This is an optimization exercise on Yosys and OpenROAD, whose aim is small area and a short achievable clock period, not a production implementation. RTL that was checked went through simulation tests only; none was proved equivalent to the original. Power figures rest on the tool's default switching activity, not on a simulated workload.

== old ==
==> flow/design.v <==
`timescale 1ns / 1ps
module ALU(
	input wire [15:0] A,
	input wire [15:0] B,
	input wire [3:0] op,
	input wire [15:0] lw_data,
	output reg [15:0] res
);
	wire sub = op[2];
	wire [15:0] sum = B + (A ^ {16{sub}}) + {15'd0, sub};
	always @* begin
		if (op[3])
			res = lw_data;
		else case (op[1:0])
			2'd0: res = B & A;
			2'd1: res = B | A;
			2'd2: res = sum;
			default: res = {15'd0, sum[15]};
		endcase
	end
endmodule
`timescale 1ns / 1ps
module program_counter(
	input wire [15:0] pc,
	input wire [15:0] instruction,
	input wire [15:0] A,
	input wire [15:0] B,
	output wire [15:0] pc_next
);
	wire [3:0] op = instruction[15:12];
	wire [15:0] pc_inc = pc + 16'd1;
	wire [15:0] pc_bne = pc_inc + {{12{instruction[3]}}, instruction[3:0]};
	wire taken = (op == 4'd14) & (B != A);
	assign pc_next = (op == 4'd15) ? {pc_inc[15:12], instruction[11:0]} :
	                 taken ? pc_bne : pc_inc;
endmodule
`timescale 1ns / 1ps
module register_file(
	input wire [255:0] R,
	input wire [3:0] addr,
	output wire [15:0] data
);
	assign data = R[16*addr +: 16];
endmodule
`timescale 1ns / 1ps
module microprocessor(
	input wire clk,
	input wire clr,
	input wire step,
	input wire [15:0] instruction,
	output wire [15:0] pc_out,
	output reg wb_en,
	output reg [3:0] wb_addr,
	output reg [15:0] wb_data,
	output reg st_en,
	output reg [1:0] st_addr,
	output reg [15:0] st_data
);
	wire [3:0] op = instruction[15:12];
	wire [3:0] ra = instruction[11:8];
	wire [3:0] rb = instruction[7:4];
	wire [3:0] rc = instruction[3:0];
	reg [15:0] pc;
	reg [255:0] R;           
	reg [63:0] M;            
	genvar gi;
	wire [15:0] r_wdata = wb_data & {16{~clr}};
	generate
		for (gi = 0; gi < 16; gi = gi + 1) begin : rf
			wire en = clr | (wb_en & (wb_addr == gi));
			always @(posedge clk)
				if (en) R[16*gi +: 16] <= r_wdata;
		end
	endgenerate
	wire [63:0] m_init = {16'd0, 16'd5, 16'd22, 16'd1};
	generate
		for (gi = 0; gi < 4; gi = gi + 1) begin : dm
			wire en = clr | (st_en & (st_addr == gi));
			always @(posedge clk)
				if (en) M[16*gi +: 16] <= clr ? m_init[16*gi +: 16] : st_data;
		end
	endgenerate
	wire [15:0] Ar, Br;
	register_file read_a (.R(R), .addr(ra), .data(Ar));
	register_file read_b (.R(R), .addr(rb), .data(Br));
	wire [15:0] A = (wb_en && wb_addr == ra) ? wb_data : Ar;
	wire [15:0] B = (wb_en && wb_addr == rb) ? wb_data : Br;
	wire is_lw = (op == 4'd8);
	wire wr = step & ((op[3:1] == 3'b000) | (op == 4'd2) | (op[3:1] == 3'b011) | is_lw);
	wire st = step & (op == 4'd10);
	wire [1:0] maddr = B[1:0] + rc[1:0];
	wire [15:0] lw_data = (st_en && st_addr == maddr) ? st_data : M[16*maddr +: 16];
	wire [15:0] res;
	ALU alu0 (.A(A), .B(B), .op(op), .lw_data(lw_data), .res(res));
	wire [15:0] pc_next;
	program_counter pc0 (.pc(pc), .instruction(instruction), .A(A), .B(B), .pc_next(pc_next));
	assign pc_out = pc;
	always @(posedge clk) begin
		if (clr) begin
			pc <= 16'd0;
			wb_en <= 1'b0;
			st_en <= 1'b0;
		end else begin
			if (step) pc <= pc_next;
			wb_en <= wr;
			st_en <= st;
		end
		wb_addr <= is_lw ? rb : rc;
		wb_data <= res;
		st_addr <= maddr;
		st_data <= B;
	end
endmodule
==> flow/config.mk <==
export PLATFORM = sky130hd
export DESIGN_NAME = microprocessor
export DESIGN_NICKNAME = microprocessor
export VERILOG_FILES = /design/flow/design.v
export SDC_FILE = /design/flow/constraint.sdc
export NUM_CORES = 4
export LEC_CHECK = 0
export CAP_MARGIN = 20
export CORE_MARGIN = 2
export CORE_UTILIZATION = 40
export CTS_BUF_LIST = sky130_fd_sc_hd__clkbuf_8
export SETUP_SLACK_MARGIN = 5
export SLEW_MARGIN = 20
export SYNTH_HIERARCHICAL = 1
==> flow/constraint.sdc <==
create_clock -name core_clock -period 10.5 [get_ports {clk}]
set_input_delay 2.1000 -clock core_clock [delete_from_list [all_inputs] [get_ports {clk}]]
set_output_delay 2.1000 -clock core_clock [all_outputs]
set_load 0.01 [all_outputs]
standard.sh (not shown) runs the stock make flow with config.mk's settings and CLKGATE_MAP_FILE= SYNTH_SCRIPT=/design/flow/synth_recipe.tcl, a recipe that flattens the netlist after the stock synthesis.
==> flow/flow/run.sh <==
#!/bin/bash
# Own layout flow: the standard flow (standard.sh, the standard synthesis
# script and ORFS) with a few extra ORFS settings:
#  - the port buffers are sky130_fd_sc_hd__buf_4 instead of the resizer's default
#    choice (a slow delay cell);
#  - repair_timing aims for a larger setup margin.
# Each step's full output goes to a log file in the work folder.
set -euo pipefail
W=$(pwd)
X=("BUFFER_PORTS_ARGS=-buffer_cell sky130_fd_sc_hd__buf_4")
if [[ -f flow/extra.txt ]]; then
  while IFS= read -r line; do
    [[ -z "$line" || "$line" == \#* ]] && continue
    X+=("$line")
  done < flow/extra.txt
fi
printf '%s\n' "${X[@]}" > "$W/flow_settings.log"
bash standard.sh "${X[@]}" synth > "$W/flow_synth.log" 2>&1
bash standard.sh "${X[@]}" finish > "$W/flow_layout.log" 2>&1
test -f out/final.def
==> flow/flow/extra.txt <==
SETUP_SLACK_MARGIN=5.5
Setup changes, old to new
==> flow/design.v, changed modules only <==
module program_counter(
	input wire is_bne,
	input wire [15:0] A,
	input wire [15:0] B,
	input wire [15:0] d_bne,
	input wire [15:0] d_nt,
	output wire [15:0] pc_d
);
	wire taken = is_bne & (B != A);
	assign pc_d = taken ? d_bne : d_nt;
endmodule
module register_file(
	input wire [255:0] R,
	input wire [3:0] addr,
	input wire [15:0] W,
	input wire [3:0] w_addr,
	input wire w_en,
	output wire [15:0] data
);
	wire fwd = w_en & (w_addr == addr);
	assign data = fwd ? W : R[16*addr +: 16];
endmodule
module microprocessor(
	input wire clk,
	input wire clr,
	input wire step,
	input wire [15:0] instruction,
	output wire [15:0] pc_out,
	output reg wb_en,
	output reg [3:0] wb_addr,
	output reg [15:0] wb_data,
	output reg st_en,
	output reg [1:0] st_addr,
	output reg [15:0] st_data
);
	wire [3:0] op = instruction[15:12];
	wire [3:0] ra = instruction[11:8];
	wire [3:0] rb = instruction[7:4];
	wire [3:0] rc = instruction[3:0];
	reg [15:0] pc;
	reg [255:0] R;           
	reg [63:0] M;            
	genvar gi;
	wire [15:0] r_wdata = wb_data & {16{~clr}};
	generate
		for (gi = 0; gi < 16; gi = gi + 1) begin : rf
			wire en = clr | (wb_en & (wb_addr == gi));
			always @(posedge clk)
				if (en) R[16*gi +: 16] <= r_wdata;
		end
	endgenerate
	wire [63:0] m_init = {16'd0, 16'd5, 16'd22, 16'd1};
	generate
		for (gi = 0; gi < 4; gi = gi + 1) begin : dm
			wire en = clr | (st_en & (st_addr == gi));
			always @(posedge clk)
				if (en) M[16*gi +: 16] <= clr ? m_init[16*gi +: 16] : st_data;
		end
	endgenerate
	wire [15:0] A, B;
	register_file read_a (.R(R), .addr(ra), .W(wb_data), .w_addr(wb_addr), .w_en(wb_en), .data(A));
	register_file read_b (.R(R), .addr(rb), .W(wb_data), .w_addr(wb_addr), .w_en(wb_en), .data(B));
	wire is_lw = (op == 4'd8);
	wire wr = step & ((op[3:1] == 3'b000) | (op == 4'd2) | (op[3:1] == 3'b011) | is_lw);
	wire st = step & (op == 4'd10);
	wire [1:0] maddr = B[1:0] + rc[1:0];
	wire [15:0] lw_data = (st_en && st_addr == maddr) ? st_data : M[16*maddr +: 16];
	wire [15:0] res;
	ALU alu0 (.A(A), .B(B), .op(op), .lw_data(lw_data), .res(res));
	wire [15:0] pc_inc = pc + 16'd1;
	wire [15:0] pc_bne = pc_inc + {{12{rc[3]}}, rc};
	wire [15:0] pc_nt = (op == 4'd15) ? {pc_inc[15:12], instruction[11:0]} : pc_inc;
	wire [15:0] d_nt = clr ? 16'd0 : step ? pc_nt : pc;
	wire [15:0] d_bne = clr ? 16'd0 : step ? pc_bne : pc;
	wire [15:0] pc_d;
	program_counter pc0 (.is_bne(op == 4'd14), .A(A), .B(B), .d_bne(d_bne), .d_nt(d_nt), .pc_d(pc_d));
	assign pc_out = pc;
	always @(posedge clk) begin
		if (clr) begin
			wb_en <= 1'b0;
			st_en <= 1'b0;
		end else begin
			wb_en <= wr;
			st_en <= st;
		end
		pc <= pc_d;
		wb_addr <= is_lw ? rb : rc;
		wb_data <= res;
		st_addr <= maddr;
		st_data <= B;
	end
endmodule
Results
Measured against each other, new and old differ in full die area, the lower figure coming from old. Summary of new over old: synthesized cell count saw a decrease, clock network fraction of total power now sits lower, portion of total power attributed to sequential cells went down by 1.1 points. new against old: number of clock buffers inserted by TritonCTS shows an increase of 1.5%, final-layout clock-cell area share shows an increase of 0.23 points, final instance area shows an increase of about 0.6%. Compared with old, new shows area of the core that has gone up slightly. Worst setup slack (lower): old. There was hardly any difference in area added between synthesis and finish between old and new. Share of the final layout cell area in sequential cells: new vs old down 0.26 points. Looking at routed wire length, new sits 3100 um lower than old does.
For new, only the layout was checked, not whether the RTL still works.

what the ideal ports hide:
Ports are ideal in the flow. The routed layouts listed here were re-timed in OpenROAD.
Step 1 assumes that a clkbuf_16 drives the clock port and a buf_2 every other input.
Step 2 moves the port delays by t, midway between the first and last clock arrival at a register: inputs arrive t later, outputs are due t later. That takes back most of the time a late clock gives input paths.
Slacks: ideal ports / drivers / drivers and shift; pairs: ideal ports / drivers.
run | t (ns) | setup slack, ns | hold slack, ns | worst setup path at the end
old | 0.675 | 5.569 / 5.425 / 4.750 | 0.552 / 0.552 / 0.552 | input to register
new | 0.669 | 5.599 / 5.414 / 4.744 | 0.621 / 0.621 / 0.621 | input to register
After both steps every run listed still meets setup and hold. The setup slack of new, which loses most, moves by -0.185 ns with the drivers and by -0.855 ns with both steps.
